This is an optimization exercise on Yosys and OpenROAD, whose aim is small area, a short achievable clock period and few clock cycles per item, not a production implementation. Function was checked by simulation only, so behaviour that the tests miss may differ from the original. No run shown here takes its clock network from TritonCTS; it comes from the design's own scripts or RTL. The clock input has no modelled driver; a real chip could not lean on it and would need a root buffer or a full tree.

--- design/flow/standard.sh ---
#!/bin/bash
# synth_recipe.tcl (not shown) runs the flow's synth.tcl, then flattens the netlist and writes it again
# the make line also repeats each setting of config.mk as NAME=value (left out here)
make -C /OpenROAD-flow-scripts/flow DESIGN_CONFIG=/design/flow/config.mk WORK_HOME=/design/flow/orfs CLKGATE_MAP_FILE= SYNTH_SCRIPT=/design/flow/synth_recipe.tcl "${@:-finish}"
--- design/flow/constraint.sdc ---
create_clock -name core_clock -period 10.0 [get_ports {clk}]
set_input_delay 2.0000 -clock core_clock [delete_from_list [all_inputs] [get_ports {clk}]]
set_output_delay 2.0000 -clock core_clock [all_outputs]
set_load 0.01 [all_outputs]
--- design/flow/flow/run.sh ---
#!/bin/bash
set -euo pipefail
cd "$(dirname "$0")/.."
source flow/knobs.sh
bash standard.sh > flow_make.log 2>&1
--- design/flow/flow/manual_cts.tcl ---
# A clock tree of two levels of clock buffers or inverters (MANUAL_CTS_TOP,
# MANUAL_CTS_LEAF; two inverter levels give the true clock). The flip-flops
# are grouped into NLEAF clusters by k-means on their placed locations, each
# driven by a leaf cell at its centre; the leaf cells are grouped the same
# way into NTOP clusters, each driven by a top cell that the clock port
# drives. Every flip-flop is thus two cells from the port, and no register's
# clock is delayed more than the others' on purpose. Run as the CTS step's
# PRE hook; clock_tree_synthesis (and repair_clock_inverters, which would
# clone the leaf inverters) are then skipped.
set nleaf 14
set ntop 4
if { [info exists ::env(MANUAL_CTS_NLEAF)] } { set nleaf $::env(MANUAL_CTS_NLEAF) }
set ::mcts_block [ord::get_db_block]
set block $::mcts_block
set db [ord::get_db]
set clk_net [$block findNet clk]
set top_master [$db findMaster sky130_fd_sc_hd__clkbuf_16]
if { [info exists ::env(MANUAL_CTS_TOP)] } { set top_master [$db findMaster $::env(MANUAL_CTS_TOP)] }
set leaf_master [$db findMaster sky130_fd_sc_hd__clkbuf_8]
if { [info exists ::env(MANUAL_CTS_LEAF)] } { set leaf_master [$db findMaster $::env(MANUAL_CTS_LEAF)] }

# pts: list of {item x y}; returns {centres assignment counts}. k-means
# with balanced clusters: each round assigns the closest point-centre pairs
# first, at most ceil(n/nk) points to a centre.
proc mcts_kmeans { pts nk } {
  set n [llength $pts]
  set sorted [lsort -real -index 1 $pts]
  set cents {}
  for {set k 0} {$k < $nk} {incr k} {
    set s [lindex $sorted [expr {int(($k + 0.5) * $n / $nk)}]]
    lappend cents [list [lindex $s 1] [lindex $s 2]]
  }
  set cap [expr {int(ceil(double($n) / $nk))}]
  for {set iter 0} {$iter < 40} {incr iter} {
    set pairs {}
    set i 0
    foreach s $pts {
      for {set k 0} {$k < $nk} {incr k} {
        set c [lindex $cents $k]
        lappend pairs [list [expr {abs([lindex $s 1] - [lindex $c 0]) + abs([lindex $s 2] - [lindex $c 1])}] $i $k]
      }
      incr i
    }
    set pairs [lsort -real -index 0 $pairs]
    set assign [lrepeat $n -1]
    set cnt [lrepeat $nk 0]
    set left $n
    foreach pr $pairs {
      lassign $pr d i k
      if {[lindex $assign $i] >= 0 || [lindex $cnt $k] >= $cap} continue
      lset assign $i $k
      lset cnt $k [expr {[lindex $cnt $k] + 1}]
      if {[incr left -1] == 0} break
    }
    set sumx [lrepeat $nk 0.0]; set sumy [lrepeat $nk 0.0]
    foreach s $pts k $assign {
      lset sumx $k [expr {[lindex $sumx $k] + [lindex $s 1]}]
      lset sumy $k [expr {[lindex $sumy $k] + [lindex $s 2]}]
    }
    for {set k 0} {$k < $nk} {incr k} {
      if {[lindex $cnt $k] > 0} {
        lset cents $k [list [expr {[lindex $sumx $k] / [lindex $cnt $k]}] [expr {[lindex $sumy $k] / [lindex $cnt $k]}]]
      }
    }
  }
  return [list $cents $assign $cnt]
}

proc mcts_buffer { name master cx cy in_net } {

  set inst [odb::dbInst_create $::mcts_block $master $name]
  set w [$master getWidth]; set h [$master getHeight]
  $inst setLocation [expr {int($cx - $w / 2)}] [expr {int($cy - $h / 2)}]
  $inst setPlacementStatus PLACED
  set net [odb::dbNet_create $::mcts_block "${name}_net"]
  $net setSigType CLOCK
  [$inst findITerm A] connect $in_net
  foreach it [$inst getITerms] {
    if { [$it getIoType] eq "OUTPUT" && [[$it getMTerm] getSigType] eq "SIGNAL" } { $it connect $net }
  }
  return [list $inst $net]
}

set sinks {}
foreach it [$clk_net getITerms] {
  set inst [$it getInst]
  set loc [$inst getLocation]
  set m [$inst getMaster]
  lappend sinks [list $it [expr {[lindex $loc 0] + [$m getWidth] / 2.0}] [expr {[lindex $loc 1] + [$m getHeight] / 2.0}]]
}
puts "manual_cts: [llength $sinks] sinks, $nleaf leaf buffers, $ntop top buffers"
lassign [mcts_kmeans $sinks $nleaf] lcents lassign lcnt
set leaves {}
for {set k 0} {$k < $nleaf} {incr k} {
  lappend leaves [list $k {*}[lindex $lcents $k]]
}
lassign [mcts_kmeans $leaves $ntop] tcents tassign tcnt
for {set t 0} {$t < $ntop} {incr t} {
  lassign [mcts_buffer "clkbuf_top_$t" $top_master {*}[lindex $tcents $t] $clk_net] tinst tnet($t)
}
for {set k 0} {$k < $nleaf} {incr k} {
  set t [lindex $tassign $k]
  lassign [mcts_buffer "clkbuf_leaf_$k" $leaf_master {*}[lindex $lcents $k] $tnet($t)] linst lnet($k)
}
foreach s $sinks k $lassign {
  set it [lindex $s 0]
  $it disconnect
  $it connect $lnet($k)
}
puts "manual_cts: leaf sizes $lcnt, top sizes $tcnt"
proc clock_tree_synthesis { args } {
  puts "manual_cts: clock_tree_synthesis skipped; manual_cts.tcl built the clock tree"
}
proc repair_clock_inverters { args } {
  puts "manual_cts: repair_clock_inverters skipped; the tree's inverters are balanced as built"
}
--- design/flow/config.mk ---
export PLATFORM = sky130hd
export DESIGN_NAME = toplv_matmul
export DESIGN_NICKNAME = toplv_matmul
export VERILOG_FILES = /design/flow/design.v
export SDC_FILE = /design/flow/constraint.sdc
export NUM_CORES = 4
export LEC_CHECK = 0
export CAP_MARGIN = 20
export CORE_MARGIN = 2
export CORE_UTILIZATION = 60
export CTS_BUF_LIST = sky130_fd_sc_hd__clkbuf_8
export CTS_CLUSTER_DIAMETER = 60
export CTS_CLUSTER_SIZE = 18
export SLEW_MARGIN = 20
export SYNTH_HIERARCHICAL = 1
export SYNTH_MINIMUM_KEEP_SIZE = 0
--- design/flow/design.v ---
module mac(input [7:0] a, input [9:1] t, input [3:0] s1, input [3:0] s2,
           input [3:0] s3, input clr,
           input [17:0] acc_s, input [17:0] acc_c,
           output [17:0] ns, output [17:0] nc);
  wire p0_0, p0_1, p0_2, p0_3, p0_4, p0_5, p0_6, p0_7, p0_8, p0_9, p1_0, p1_1, p1_2, p1_3, p1_4, p1_5, p1_6, p1_7, p1_8, p1_9, p2_0, p2_1, p2_2, p2_3, p2_4, p2_5, p2_6, p2_7, p2_8, p2_9, p3_0, p3_1, p3_2, p3_3, p3_4, p3_5, p3_6, p3_7, p3_8, p3_9, q0, q1, q2, q3, q4, q5, q6, q7, q8, q9, q10, q11, q12, q13, q14, q15, q16, q17, r0, r1, r2, r3, r4, r5, r6, r7, r8, r9, r10, r11, r12, r13, r14, r15, r16, r17, x1, y1, x2, y2, x3, y3, x4, y4, x5, y5, x6, y6, x7, y7, x8, y8, x9, y9, x10, y10, x11, y11, x12, y12, x13, y13, x14, y14, x15, y15, x16, y16, x17, y17, x18, y18, x19, y19, x20, y20, x21, y21, x22, y22, x23, y23, x24, y24, x25, y25, x26, y26, x27, y27, x28, y28, x29, y29, x30, y30, x31, y31, x32, y32, x33, y33, x34, y34, x35, y35, x36, y36, x37, y37, x38, y38, x39, y39, x40, y40, x41, y41, x42, y42, x43, y43, x44, y44, x45, y45, x46, y46, x47, y47, x48, y48;
  assign p0_0 = ~((s1[0] & a[0]) | (s3[0] & a[0]));
  assign p0_1 = ~((s1[0] & a[1]) | (s2[0] & a[0]) | (s3[0] & t[1]));
  assign p0_2 = ~((s1[0] & a[2]) | (s2[0] & a[1]) | (s3[0] & t[2]));
  assign p0_3 = ~((s1[0] & a[3]) | (s2[0] & a[2]) | (s3[0] & t[3]));
  assign p0_4 = ~((s1[0] & a[4]) | (s2[0] & a[3]) | (s3[0] & t[4]));
  assign p0_5 = ~((s1[0] & a[5]) | (s2[0] & a[4]) | (s3[0] & t[5]));
  assign p0_6 = ~((s1[0] & a[6]) | (s2[0] & a[5]) | (s3[0] & t[6]));
  assign p0_7 = ~((s1[0] & a[7]) | (s2[0] & a[6]) | (s3[0] & t[7]));
  assign p0_8 = ~((s2[0] & a[7]) | (s3[0] & t[8]));
  assign p0_9 = ~((s3[0] & t[9]));
  assign p1_0 = ~((s1[1] & a[0]) | (s3[1] & a[0]));
  assign p1_1 = ~((s1[1] & a[1]) | (s2[1] & a[0]) | (s3[1] & t[1]));
  assign p1_2 = ~((s1[1] & a[2]) | (s2[1] & a[1]) | (s3[1] & t[2]));
  assign p1_3 = ~((s1[1] & a[3]) | (s2[1] & a[2]) | (s3[1] & t[3]));
  assign p1_4 = ~((s1[1] & a[4]) | (s2[1] & a[3]) | (s3[1] & t[4]));
  assign p1_5 = ~((s1[1] & a[5]) | (s2[1] & a[4]) | (s3[1] & t[5]));
  assign p1_6 = ~((s1[1] & a[6]) | (s2[1] & a[5]) | (s3[1] & t[6]));
  assign p1_7 = ~((s1[1] & a[7]) | (s2[1] & a[6]) | (s3[1] & t[7]));
  assign p1_8 = ~((s2[1] & a[7]) | (s3[1] & t[8]));
  assign p1_9 = ~((s3[1] & t[9]));
  assign p2_0 = ~((s1[2] & a[0]) | (s3[2] & a[0]));
  assign p2_1 = ~((s1[2] & a[1]) | (s2[2] & a[0]) | (s3[2] & t[1]));
  assign p2_2 = ~((s1[2] & a[2]) | (s2[2] & a[1]) | (s3[2] & t[2]));
  assign p2_3 = ~((s1[2] & a[3]) | (s2[2] & a[2]) | (s3[2] & t[3]));
  assign p2_4 = ~((s1[2] & a[4]) | (s2[2] & a[3]) | (s3[2] & t[4]));
  assign p2_5 = ~((s1[2] & a[5]) | (s2[2] & a[4]) | (s3[2] & t[5]));
  assign p2_6 = ~((s1[2] & a[6]) | (s2[2] & a[5]) | (s3[2] & t[6]));
  assign p2_7 = ~((s1[2] & a[7]) | (s2[2] & a[6]) | (s3[2] & t[7]));
  assign p2_8 = ~((s2[2] & a[7]) | (s3[2] & t[8]));
  assign p2_9 = ~((s3[2] & t[9]));
  assign p3_0 = ~((s1[3] & a[0]) | (s3[3] & a[0]));
  assign p3_1 = ~((s1[3] & a[1]) | (s2[3] & a[0]) | (s3[3] & t[1]));
  assign p3_2 = ~((s1[3] & a[2]) | (s2[3] & a[1]) | (s3[3] & t[2]));
  assign p3_3 = ~((s1[3] & a[3]) | (s2[3] & a[2]) | (s3[3] & t[3]));
  assign p3_4 = ~((s1[3] & a[4]) | (s2[3] & a[3]) | (s3[3] & t[4]));
  assign p3_5 = ~((s1[3] & a[5]) | (s2[3] & a[4]) | (s3[3] & t[5]));
  assign p3_6 = ~((s1[3] & a[6]) | (s2[3] & a[5]) | (s3[3] & t[6]));
  assign p3_7 = ~((s1[3] & a[7]) | (s2[3] & a[6]) | (s3[3] & t[7]));
  assign p3_8 = ~((s2[3] & a[7]) | (s3[3] & t[8]));
  assign p3_9 = ~((s3[3] & t[9]));
  assign q0 = acc_s[0] | clr;
  assign q1 = acc_s[1] | clr;
  assign q2 = acc_s[2] | clr;
  assign q3 = acc_s[3] | clr;
  assign q4 = acc_s[4] | clr;
  assign q5 = acc_s[5] | clr;
  assign q6 = acc_s[6] | clr;
  assign q7 = acc_s[7] | clr;
  assign q8 = acc_s[8] | clr;
  assign q9 = acc_s[9] | clr;
  assign q10 = acc_s[10] | clr;
  assign q11 = acc_s[11] | clr;
  assign q12 = acc_s[12] | clr;
  assign q13 = acc_s[13] | clr;
  assign q14 = acc_s[14] | clr;
  assign q15 = acc_s[15] | clr;
  assign q16 = acc_s[16] | clr;
  assign q17 = acc_s[17] | clr;
  assign r0 = acc_c[0] | clr;
  assign r1 = acc_c[1] | clr;
  assign r2 = acc_c[2] | clr;
  assign r3 = acc_c[3] | clr;
  assign r4 = acc_c[4] | clr;
  assign r5 = acc_c[5] | clr;
  assign r6 = acc_c[6] | clr;
  assign r7 = acc_c[7] | clr;
  assign r8 = acc_c[8] | clr;
  assign r9 = acc_c[9] | clr;
  assign r10 = acc_c[10] | clr;
  assign r11 = acc_c[11] | clr;
  assign r12 = acc_c[12] | clr;
  assign r13 = acc_c[13] | clr;
  assign r14 = acc_c[14] | clr;
  assign r15 = acc_c[15] | clr;
  assign r16 = acc_c[16] | clr;
  assign r17 = acc_c[17] | clr;
  fa u1(.a(p0_4), .b(p1_2), .c(1'b1), .s(x1), .co(y1));
  fa u2(.a(p0_5), .b(p1_3), .c(p2_1), .s(x2), .co(y2));
  fa u3(.a(p0_6), .b(p1_4), .c(p2_2), .s(x3), .co(y3));
  fa u4(.a(p3_0), .b(q6), .c(1'b1), .s(x4), .co(y4));
  fa u5(.a(p0_7), .b(p1_5), .c(p2_3), .s(x5), .co(y5));
  fa u6(.a(p3_1), .b(q7), .c(r7), .s(x6), .co(y6));
  fa u7(.a(p0_8), .b(p1_6), .c(p2_4), .s(x7), .co(y7));
  fa u8(.a(p3_2), .b(q8), .c(r8), .s(x8), .co(y8));
  fa u9(.a(p0_9), .b(p1_7), .c(p2_5), .s(x9), .co(y9));
  fa u10(.a(p3_3), .b(q9), .c(r9), .s(x10), .co(y10));
  fa u11(.a(p1_8), .b(p2_6), .c(p3_4), .s(x11), .co(y11));
  fa u12(.a(q10), .b(r10), .c(1'b1), .s(x12), .co(y12));
  fa u13(.a(p1_9), .b(p2_7), .c(p3_5), .s(x13), .co(y13));
  fa u14(.a(q11), .b(r11), .c(1'b1), .s(x14), .co(y14));
  fa u15(.a(p2_8), .b(p3_6), .c(q12), .s(x15), .co(y15));
  fa u16(.a(p2_9), .b(p3_7), .c(1'b1), .s(x16), .co(y16));
  fa u17(.a(p0_2), .b(p1_0), .c(1'b1), .s(x17), .co(y17));
  fa u18(.a(p0_3), .b(p1_1), .c(q3), .s(x18), .co(y18));
  fa u19(.a(p2_0), .b(q4), .c(r4), .s(x19), .co(y19));
  fa u20(.a(q5), .b(r5), .c(y1), .s(x20), .co(y20));
  fa u21(.a(r6), .b(y2), .c(x4), .s(x21), .co(y21));
  fa u22(.a(y4), .b(y3), .c(x5), .s(x22), .co(y22));
  fa u23(.a(y5), .b(x7), .c(y6), .s(x23), .co(y23));
  fa u24(.a(y7), .b(x9), .c(y8), .s(x24), .co(y24));
  fa u25(.a(y9), .b(x12), .c(x11), .s(x25), .co(y25));
  fa u26(.a(y12), .b(y11), .c(x14), .s(x26), .co(y26));
  fa u27(.a(r12), .b(y14), .c(y13), .s(x27), .co(y27));
  fa u28(.a(q13), .b(r13), .c(x16), .s(x28), .co(y28));
  fa u29(.a(p3_8), .b(q14), .c(r14), .s(x29), .co(y29));
  fa u30(.a(p3_9), .b(q15), .c(1'b1), .s(x30), .co(y30));
  fa u31(.a(p0_0), .b(q0), .c(1'b1), .s(x31), .co(y31));
  fa u32(.a(p0_1), .b(q1), .c(r1), .s(x32), .co(y32));
  fa u33(.a(q2), .b(r2), .c(x17), .s(x33), .co(y33));
  fa u34(.a(r3), .b(y17), .c(x18), .s(x34), .co(y34));
  fa u35(.a(x1), .b(y18), .c(x19), .s(x35), .co(y35));
  fa u36(.a(x2), .b(y19), .c(x20), .s(x36), .co(y36));
  fa u37(.a(x3), .b(y20), .c(x21), .s(x37), .co(y37));
  fa u38(.a(x6), .b(y21), .c(x22), .s(x38), .co(y38));
  fa u39(.a(x8), .b(y22), .c(x23), .s(x39), .co(y39));
  fa u40(.a(x10), .b(y23), .c(x24), .s(x40), .co(y40));
  fa u41(.a(y10), .b(y24), .c(x25), .s(x41), .co(y41));
  fa u42(.a(x13), .b(y25), .c(x26), .s(x42), .co(y42));
  fa u43(.a(x15), .b(y26), .c(x27), .s(x43), .co(y43));
  fa u44(.a(y15), .b(x28), .c(y27), .s(x44), .co(y44));
  fa u45(.a(y16), .b(x29), .c(y28), .s(x45), .co(y45));
  fa u46(.a(r15), .b(x30), .c(y29), .s(x46), .co(y46));
  fa u47(.a(q16), .b(r16), .c(y30), .s(x47), .co(y47));
  fa u48(.a(q17), .b(r17), .c(1'b1), .s(x48), .co(y48));
  assign ns[0] = x31;
  assign nc[0] = r0;
  assign ns[1] = x32;
  assign nc[1] = y31;
  assign ns[2] = x33;
  assign nc[2] = y32;
  assign ns[3] = x34;
  assign nc[3] = y33;
  assign ns[4] = x35;
  assign nc[4] = y34;
  assign ns[5] = x36;
  assign nc[5] = y35;
  assign ns[6] = x37;
  assign nc[6] = y36;
  assign ns[7] = x38;
  assign nc[7] = y37;
  assign ns[8] = x39;
  assign nc[8] = y38;
  assign ns[9] = x40;
  assign nc[9] = y39;
  assign ns[10] = x41;
  assign nc[10] = y40;
  assign ns[11] = x42;
  assign nc[11] = y41;
  assign ns[12] = x43;
  assign nc[12] = y42;
  assign ns[13] = x44;
  assign nc[13] = y43;
  assign ns[14] = x45;
  assign nc[14] = y44;
  assign ns[15] = x46;
  assign nc[15] = y45;
  assign ns[16] = x47;
  assign nc[16] = y46;
  assign ns[17] = x48;
  assign nc[17] = y47;
endmodule
module fa(input a, input b, input c, output s, output co);
  assign s = a ^ b ^ c;
  assign co = (a & b) | (a & c) | (b & c);
endmodule
`timescale 1ns / 1ps
module toplv_matmul(input st, rst, clk, input [7:0] data_in,
                    output done, output [7:0] dataout);
  reg [2:0] h;
  reg [1:0] j, k;
  reg       run;       
  reg       armed;     
  always @(posedge clk or posedge rst) begin
    if (rst) begin
      h <= 3'd0; j <= 2'd0; k <= 2'd0;
      run <= 1'b0;
      armed <= 1'b0;
    end else if (run) begin
      if (h == 3'd5 && j == 2'd1 && k == 2'd1) begin
        run <= 1'b0;
      end
      if (k == 2'd2) begin
        k <= 2'd0;
        if (j == 2'd2) begin
          j <= 2'd0;
          h <= h + 3'd1;
        end else begin
          j <= j + 2'd1;
        end
      end else begin
        k <= k + 2'd1;
      end
    end else if (armed) begin
      if (!st) begin
        h <= 3'd0; j <= 2'd1; k <= 2'd0;
        run <= 1'b1;
        armed <= 1'b0;
      end
    end else if (st) begin
      armed <= 1'b1;
    end
  end
  reg [7:0] ra [0:8];
  reg [7:0] rb [0:8];
  wire early = (j == 2'd0) || (j == 2'd1 && k == 2'd0);
  wire lda = !run || h == 3'd0 || (h == 3'd1 && early);      
  wire ldb = !run || h <= 3'd1 || (h == 3'd2 && early);      
  integer q;
  always @(posedge clk) begin
    ra[0] <= lda ? data_in : ra[8];
    rb[0] <= ldb ? data_in : rb[8];
    for (q = 1; q < 9; q = q + 1) begin
      ra[q] <= ra[q-1];
      rb[q] <= rb[q-1];
    end
  end
  reg [4:0] pb;            
  reg [2:0] qa, qa_n;      
  always @(*) begin
    case ({j, k})
      4'd0: pb = 5'b00100;
      4'd1: pb = 5'b00010;
      4'd2: pb = 5'b00001;
      4'd4: pb = 5'b01000;
      4'd5: pb = 5'b00100;
      4'd6: pb = 5'b00010;
      4'd8: pb = 5'b10000;
      4'd9: pb = 5'b01000;
      4'd10: pb = 5'b00100;
      default: pb = 5'b00000;
    endcase
    case ({h, j, k})
      7'd0: qa_n = 3'b001;
      7'd1: qa_n = 3'b001;
      7'd2: qa_n = 3'b010;
      7'd4: qa_n = 3'b010;
      7'd5: qa_n = 3'b010;
      7'd6: qa_n = 3'b100;
      7'd8: qa_n = 3'b100;
      7'd9: qa_n = 3'b100;
      7'd10: qa_n = 3'b100;
      7'd16: qa_n = 3'b100;
      7'd17: qa_n = 3'b100;
      7'd18: qa_n = 3'b001;
      7'd20: qa_n = 3'b001;
      7'd21: qa_n = 3'b001;
      7'd22: qa_n = 3'b010;
      7'd24: qa_n = 3'b010;
      7'd25: qa_n = 3'b010;
      7'd26: qa_n = 3'b010;
      7'd32: qa_n = 3'b010;
      7'd33: qa_n = 3'b010;
      7'd34: qa_n = 3'b100;
      7'd36: qa_n = 3'b100;
      7'd37: qa_n = 3'b100;
      7'd38: qa_n = 3'b001;
      7'd40: qa_n = 3'b001;
      7'd41: qa_n = 3'b001;
      7'd42: qa_n = 3'b001;
      7'd48: qa_n = 3'b001;
      7'd49: qa_n = 3'b001;
      7'd50: qa_n = 3'b010;
      7'd52: qa_n = 3'b010;
      7'd53: qa_n = 3'b010;
      7'd54: qa_n = 3'b100;
      7'd56: qa_n = 3'b100;
      7'd57: qa_n = 3'b100;
      7'd58: qa_n = 3'b100;
      7'd64: qa_n = 3'b100;
      7'd65: qa_n = 3'b100;
      7'd66: qa_n = 3'b001;
      7'd68: qa_n = 3'b001;
      7'd69: qa_n = 3'b001;
      7'd70: qa_n = 3'b010;
      7'd72: qa_n = 3'b010;
      7'd73: qa_n = 3'b010;
      7'd74: qa_n = 3'b010;
      7'd80: qa_n = 3'b010;
      7'd81: qa_n = 3'b010;
      7'd82: qa_n = 3'b100;
      7'd84: qa_n = 3'b100;
      7'd85: qa_n = 3'b100;
      7'd86: qa_n = 3'b001;
      7'd88: qa_n = 3'b001;
      7'd89: qa_n = 3'b001;
      7'd90: qa_n = 3'b001;
      default: qa_n = 3'b000;
    endcase
  end
  always @(posedge clk) begin
    qa <= qa_n;
  end
  reg  [7:0]  opa;         
  reg  [9:1]  opt;         
  reg  [3:0]  s1, s2, s3;  
  reg         first;       
  reg         first_o;     
  reg  [17:0] acc_s;       
  reg  [17:0] acc_c;    
  reg  [17:0] outr;
  reg         done_r;
  wire [17:0] ns;
  wire [17:0] nc;
  wire [7:0] asel = ({8{qa[0]}} & ra[1]) | ({8{qa[1]}} & ra[4]) | ({8{qa[2]}} & ra[7]);
  wire [7:0] bsel = ({8{pb[0]}} & rb[0]) | ({8{pb[1]}} & rb[2]) | ({8{pb[2]}} & rb[4]) |
                    ({8{pb[3]}} & rb[6]) | ({8{pb[4]}} & rb[8]);
  wire [9:0] asel3 = {2'b0, asel} + {1'b0, asel, 1'b0};
  mac u_mac(.a(opa), .t(opt), .s1(s1), .s2(s2), .s3(s3), .clr(first), .acc_s(acc_s), .acc_c(acc_c),
            .ns(ns), .nc(nc));
  always @(posedge clk) begin
    opa <= asel;
    opt <= asel3[9:1];
    for (q = 0; q < 4; q = q + 1) begin
      s1[q] <= (bsel[2*q +: 2] == 2'd1);
      s2[q] <= (bsel[2*q +: 2] == 2'd2);
      s3[q] <= (bsel[2*q +: 2] == 2'd3);
    end
    first <= (k == 2'd0);
    first_o <= (k == 2'd0) && run;
    acc_s <= ns;
    acc_c <= nc;
    outr <= first_o ? (~(acc_s + {acc_c[17], acc_c[16], acc_c[15], acc_c[14], acc_c[13], acc_c[12], acc_c[11], acc_c[10], acc_c[9], acc_c[8], acc_c[7], acc_c[6], acc_c[5], acc_c[4], acc_c[3], acc_c[2], acc_c[1], acc_c[0]} + 18'd1)) : {8'd0, outr[17:8]};
    done_r <= run && h == 3'd2 && j == 2'd1 && k == 2'd0;      
  end
  assign done = done_r;
  assign dataout = outr[7:0];
endmodule
--- design/flow/flow/knobs.sh ---
# settings for how the layout is made (see run.sh)
export SETUP_SLACK_MARGIN=7.3
export BUFFER_PORTS_ARGS="-buffer_cell sky130_fd_sc_hd__buf_2"
export PRE_CTS_TCL="$PWD/flow/manual_cts.tcl"
export MANUAL_CTS_NLEAF=10
export MANUAL_CTS_TOP=sky130_fd_sc_hd__clkinv_16
export MANUAL_CTS_LEAF=sky130_fd_sc_hd__clkinv_8
==> summary.txt, run 1 <==
Worst setup path
  – R2R depth: 4
  – Setup slack of the worst register-to-register path: 7.43 ns
  – Crit-path slowest cell: dfxtp_1
  – Critical path buffers and inverters: 1
  – Crit Reg-Reg Endpoint: acc_s[13]
  – Data required time at the worst endpoint: 8.00 ns
  – Arrival time at the worst endpoint: 0.58 ns
  – CP endpoint kind: primary output
  – Highest cell delay on the worst timing path: 0.31 ns
  – Worst setup path category: flip-flop to primary output
  – Worst flop-to-flop path startpoint: s3[3]
  – Startpoint type of the worst setup path: flip-flop
  – Critical path launch point: outr[0]
  – Family of cells with the greatest summed delay on the critical path: flip-flops
  – Series of cell instances along the critical path: buf_2
  – Largest fanout on the critical path: 1

Logic synthesis
  – Most common flop cell mapped by yosys: dfxtp_1
  – Ys async rst share: 0.0372
  – Count of warnings emitted by yosys: 9
  – Number of distinct library cell variants in the gate-level netlist after synthesis: 71
  – Fraction of the mapped netlist area in simple logic gates: 0.0795
  – Gate count of the mapped netlist: 780
  – Register area share after synthesis: 0.517
  – Post-synthesis instance area: 9460 µm²
  – Synthesized flop and latch total: 242
  – Fraction of the mapped netlist area in compound gates: 0.143
  – Combinational family with the most area after synthesis: adder cells
  – Adder and majority cell fraction of the synthesized area: 0.146
  – Parity-gate share of the synthesized area counting xor and xnor cells: 0.0157
  – Share of cell area taken by muxes after synthesis: 0.0302
  – Number of enable-type register cells in the synthesized netlist: 0
  – Mapped Avg Cell Area: 12.1 µm²

Clock network
  – Clock transition at the registers of the reported paths: 0.09 ns
  – Number of buffers added to fix hold violations after cts: 0
  – Worst-skew pair later-pin latency: 0.16 ns

Die
  – Boundary pin count: 20
  – Floorplan die width: 130 µm
  – Starting Density: 0.618
  – Die H: 130 µm
  – Number of standard-cell rows in the floorplan: 45
  – Area of the die: 16800 µm²
  – Core footprint: 15300 µm²

Layout
  – Share of final-layout standard cells stronger than drive strength 1: 0.0961
  – Most frequent standard cell in the layout excluding fill and tap cells: dfxtp_1
  – Final design instance area without fill: 9660 µm²
  – Ant diodes: 0
  – NumNets Final: 842
  – Area Growth Syn to Fin: 2.13%
  – Commonest cells after routing, fill and taps aside: dfxtp_1 (233), fa_1 (50), a222oi_1 (43), nand2_1 (33)

Route
  – Iteration count of the initial detailed-routing pass: 10
  – DRC marker count from the first detailed-route iteration: 624
  – Per-cell routed wire length: 18.2 µm
  – Overall via count from detail_route: 5554
  – Average vias per placed instance: 5.79
  – Post-Route WL: 17.5 mm
  – Post-detailed-route count of antenna-violating nets: 0
  – Post-route DRC: 0

Global route
  – Remaining Overflow, GRT: 0
  – GRT Overall Usage: 0.215
  – Largest net degree at the start of global routing: 37
  – Wire length of the first global-routing pass: 28.9 mm
  – Vias in the first global route: 5422
  – Initial antenna violation count: 0

Timing
  – Unrepaired setup endpoints after global routing: false
  – Final hold slack: 0.321 ns
  – Peak clock frequency supported by timing: 0.388 GHz
  – Transition at the pin with the smallest max-transition slack: 0.870 ns
  – Final worst path period need: 2.58 ns
  – Final Max Slew Viols: 0
  – Number of endpoints with negative hold slack in the final report: 0
  – Final critical-path share of the clock period: 0.258
  – Final setup violation count: 0
  – Post-Route Skew: 0.0181 ns
  – TNS Setup: 0 ns
  – Worst slew slack as a fraction of its limit: 0.419

Placed design
  – Placer Congestion: 0.838
  – Detailed placement HPWL: 12.9 mm
  – Port Buffers: 19
  – Post-detailed-placement cell area: 9290 µm²

Worst hold path
  – Worst Hold End: ra[6][2]
  – Worst Min Path Start: ra[5][2]
  – Path class of the lowest-slack min-delay path: flip-flop to flip-flop
  – Worst Hold Path Cells: 0

Flow run
  – Max-capacitance violation count: 0

Status
  – Outcome: timing/DRC/antenna clean
==> state kept, by name (all words and copies together) (netlist names), 2 cells and up <==
register  cells
k             2
acc_c        18
s2            4
acc_s        18
rb           72
s1            4
outr         18
s3            4
j             2
opt           9
opa           8
qa            3
h             3
ra           72
==> synth_stat cells, drive strengths merged, types with 9 or more instances <==
cell type,count,share of area
a21oi,26,0.016
a222oi,43,0.046
nor2,31,0.013
buf,66,0.054
o21ai,25,0.016
clkbuf,13,0.0052
nor2b,14,0.0093
a21o,9,0.0071
mux2,20,0.024
o21a,11,0.0087
nand2,33,0.013
or2,38,0.025
ha,30,0.040
inv,23,0.0091
dfxtp,233,0.49
dfrtp,9,0.024
a22oi,15,0.012
xnor2,12,0.011
fa,50,0.11
==> per-module statistics from Yosys, one instance, submodules excluded <==
| module | flip-flops and latches | copies in the design | cells inside | area, µm² |
|---|---|---|---|---|
| fa | 0 | 48 | 1 | 20.0 |
| toplv_matmul | 242 | 1 | 601 | 7500 |
| mac | 0 | 1 | 131 | 1000 |
==> per-layer routing <==
layer | track usage | wire length, µm
met1 | 0.288 | 7560
met2 | 0.389 | 8930
met3 | 0.0190 | 690
met4 | 0.0348 | 334
met5 | 0 | 0
==> metrics by stage <==
stage	utilization	cells	setup slack [ns]
after floorplan	-	788	7.30
after global placement	0.607	940	7.08
after detailed placement	0.607	940	7.06
after CTS	0.628	956	7.26
after global routing	0.631	960	7.32
final	0.631	960	7.42
==> timing repair <==
action,in CTS,in global routing
pin swaps,2,3
endpoints found under the setup margin,7,10
buffers inserted,2,4
gates resized for setup,7,1
==> layout make-up <==
| cell class | instances | area (µm²) |
|---|---|---|
| multi-input cells | 444 | 3980 |
| well taps | 211 | 264 |
| inverters | 37 | 372 |
| repair buffers | 26 | 154 |
| flip-flops and latches | 242 | 4890 |
| fillers | 1207 | 5660 |
==> cells by family (layout without fill, tap and decap cells) <==
family	after synthesis	count (layout)
AOI/OAI and AO/OA	169	169
xor gates and xnor gates	17	17
adders and majority gates	80	80
and+or+nand+nor	143	143
muxes	26	26
DFF	242	242
other	1	9
buffers and inverters	102	63
==> worst max path at each step <==
stage | slack [ns] | end | cells after the start
after detailed placement | 7.06 | h[0] | 6
after CTS | 7.26 | h[1] | 5
after floorplan | 7.30 | h[0] | 5
after global routing | 7.32 | qa[0] | 5
final | 7.42 | dataout[0] | 1
after global placement | 7.08 | h[0] | 6
Testbench counts, summed over its fixed seeds: cycles 4,704, items 96.
==> run 2, diff against run 1 <==
==> design/flow/flow/knobs.sh (replaced) <==
# settings for how the layout is made (see run.sh)
export SETUP_SLACK_MARGIN=7.4
export BUFFER_PORTS_ARGS="-buffer_cell sky130_fd_sc_hd__buf_2"
export PRE_CTS_TCL="$PWD/flow/manual_cts.tcl"
export MANUAL_CTS_NLEAF=10
export MANUAL_CTS_TOP=sky130_fd_sc_hd__clkinv_16
export MANUAL_CTS_LEAF=sky130_fd_sc_hd__clkinv_8
==> summary.txt, run 2 <==
Timing
  – Final setup violation count: 0
  – Number of endpoints with negative hold slack in the final report: 0
  – Transition at the pin with the smallest max-transition slack: 0.870 ns
  – Final Max Slew Viols: 0
  – Peak clock frequency supported by timing: 0.388 GHz
  – Worst slew slack as a fraction of its limit: 0.419
  – Final worst path period need: 2.58 ns
  – Unrepaired setup endpoints after global routing: true
  – TNS Setup: 0 ns
  – Post-Route Skew: 0.0294 ns
  – Final critical-path share of the clock period: 0.258

Worst setup path
  – Series of cell instances along the critical path: buf_2
  – Arrival time at the worst endpoint: 0.58 ns
  – Crit-path slowest cell: dfxtp_1
  – Data required time at the worst endpoint: 8.00 ns
  – CP endpoint kind: primary output
  – Largest fanout on the critical path: 1
  – Highest cell delay on the worst timing path: 0.31 ns
  – Startpoint type of the worst setup path: flip-flop
  – Family of cells with the greatest summed delay on the critical path: flip-flops
  – Critical path buffers and inverters: 1
  – Worst setup path category: flip-flop to primary output

Status
  – Outcome: timing/DRC/antenna clean

Clock network
  – Clock transition at the registers of the reported paths: 0.10 ns
  – Worst-skew pair later-pin latency: 0.16 ns

Logic synthesis
  – Number of enable-type register cells in the synthesized netlist: 0
  – Post-synthesis instance area: 9460 µm²
  – Synth top area cells: dfxtp_1 (49%), fa_1 (11%), a222oi_1 (4.6%), ha_1 (4.0%), buf_4 (3.7%)
  – Gate count of the mapped netlist: 780
  – Synthesized flop and latch total: 242
  – Mapped Avg Cell Area: 12.1 µm²
  – Ys async rst share: 0.0372
  – Register area share after synthesis: 0.517
  – Most frequent cells after synthesis: dfxtp_1 (233), fa_1 (50), buf_4 (46)
  – Fraction of synthesized cell area taken by the top area cell type: 0.493
  – Leading area contributor after synthesis: dfxtp_1
  – Dominant cell by count in the synthesized netlist: dfxtp_1
  – Most common flop cell mapped by yosys: dfxtp_1
  – Number of distinct library cell variants in the gate-level netlist after synthesis: 71
  – Count of warnings emitted by yosys: 9

Die
  – Area of the die: 16800 µm²
  – Floorplan die width: 130 µm
  – Boundary pin count: 20
  – Die H: 130 µm
  – Number of standard-cell rows in the floorplan: 45
  – Core footprint: 15300 µm²
  – Starting Density: 0.618

Global route
  – Remaining Overflow, GRT: 0
  – GRT Overall Usage: 0.215
  – Vias in the first global route: 5434
  – Wire length of the first global-routing pass: 28.6 mm
  – Initial antenna violation count: 0
  – Largest net degree at the start of global routing: 37

Layout
  – NumNets Final: 843
  – Area Growth Syn to Fin: 2.66%
  – Ant diodes: 0
  – Fillers: 1233
  – Utilization of the core after routing: 0.634
  – Most frequent standard cell in the layout excluding fill and tap cells: dfxtp_1
  – Commonest cells after routing, fill and taps aside: dfxtp_1 (227), fa_1 (50), a222oi_1 (43), nand2_1 (33)
  – Final design instance area without fill: 9710 µm²
  – Share of final-layout standard cells stronger than drive strength 1: 0.105
  – Area occupied by multi-input gates: 3990 µm²
  – Largest registers: ra x72, rb x72
  – Sequential cell area: 4900 µm²

Route
  – Post-detailed-route count of antenna-violating nets: 0
  – Post-Route WL: 17.6 mm
  – DRC marker count from the first detailed-route iteration: 516
  – Overall via count from detail_route: 5459
  – Iteration count of the initial detailed-routing pass: 6
  – Post-route DRC: 0
  – Per-cell routed wire length: 18.3 µm
  – Average vias per placed instance: 5.68

Placed design
  – Detailed placement HPWL: 12.8 mm
  – Placer Congestion: 0.851
  – Post-detailed-placement cell area: 9310 µm²
  – Port Buffers: 19

Flow run
  – Max-capacitance violation count: 0

Worst hold path
  – Path class of the lowest-slack min-delay path: flip-flop to flip-flop
run 2: layer usage:
layer	wire [µm]	GRT usage	share of wire
met5	0	0	0
met3	668	0.0173	0.038
met4	462	0.0500	0.026
met1	7720	0.289	0.44
met2	8740	0.382	0.50
run 2: modules after synthesis (local to each module, per instance):
module | flops+latches | cell area (µm²)
toplv_matmul | 242 | 7500
fa | 0 | 20.0
mac | 0 | 1000
run 2: through the flow:
step,hold WS [ns],instances,worst slack [ns]
3_3_place_gp,0.310,940,7.20
6_report,0.306,961,7.42
3_5_place_dp,0.312,940,7.17
4_1_cts,0.312,959,7.25
5_1_grt,0.325,961,7.37
2_1_floorplan,0.310,788,7.40
run 2: path summary, 6_finish.rpt:
path	from	to	slack, ns	cells after the start
worst max-delay path	done_r	done	7.42	1
worst min-delay path	rb[5][1]	rb[6][1]	0.31	0
worst max register to register	s1[1]	acc_s[9]	7.47	4
worst min register to register	rb[5][1]	rb[6][1]	0.31	0
max in group asynchronous	rst	h[1]	7.96	2
min in group asynchronous	rst	k[1]	1.79	2
run 2: area by class of cell:
type / count / area share
sequential: 242 / 0.504
multi-input combinational: 444 / 0.411
inverter: 37 / 0.0388
tap: 211 / 0.0272
timing repair buffer: 27 / 0.0189
run 2: kinds of logic (layout without fill, tap and decap cells):
| logic type | Yosys count | in the layout | share of synthesized area |
|---|---|---|---|
| DFF | 242 | 242 | 0.517 |
| AOI/OAI and AO/OA | 169 | 169 | 0.143 |
| and+or+nand+nor | 143 | 143 | 0.0795 |
| buffers and inverters | 102 | 64 | 0.0684 |
| adders and majority gates | 80 | 80 | 0.146 |
| muxes | 26 | 26 | 0.0302 |
| xor gates and xnor gates | 17 | 17 | 0.0157 |
| other | 1 | 9 | 0.000396 |
run 2: what timing repair did:
| item | 4_1_cts | 5_1_grt |
|---|---|---|
| pin swaps | 4 | 6 |
| hold buffers | 0 | 0 |
| setup endpoints to repair | 8 | 29 |
| buffers inserted | 5 | 2 |
| resized for setup | 4 | 12 |
| endpoints found under the hold margin | 0 | 0 |

==> separate check: timing with driven ports <==
In the flow no input, the clock included, has a driving cell. The finished layouts below were timed again as built, in two steps.
Step 1, drivers: a clkbuf_16 drives clk and a buf_2 each remaining input, both assumed.
Step 2 adds t to the input delays and takes it off the output delays; t is the mean of the earliest and latest rising clock arrival at the registers after step 1. Input paths then give back, and output paths get back, about the clock's delay inside the block.
Slacks: ideal / step 1 / step 2; pairs: ideal / step 1.
| run | t (ns) | setup WS [ns] | slew at the worst register clock pin (ns) |
|---|---|---|---|
| run 1 | 0.350 | 7.424 / 7.222 / 7.245 | 0.09 / 0.09 |
| run 2 | 0.351 | 7.420 / 7.214 / 7.249 | 0.10 / 0.10 |
After both steps every run listed still meets setup and hold. The setup slack of run 1, which loses most, moves by -0.202 ns with the drivers and by -0.179 ns with both steps.
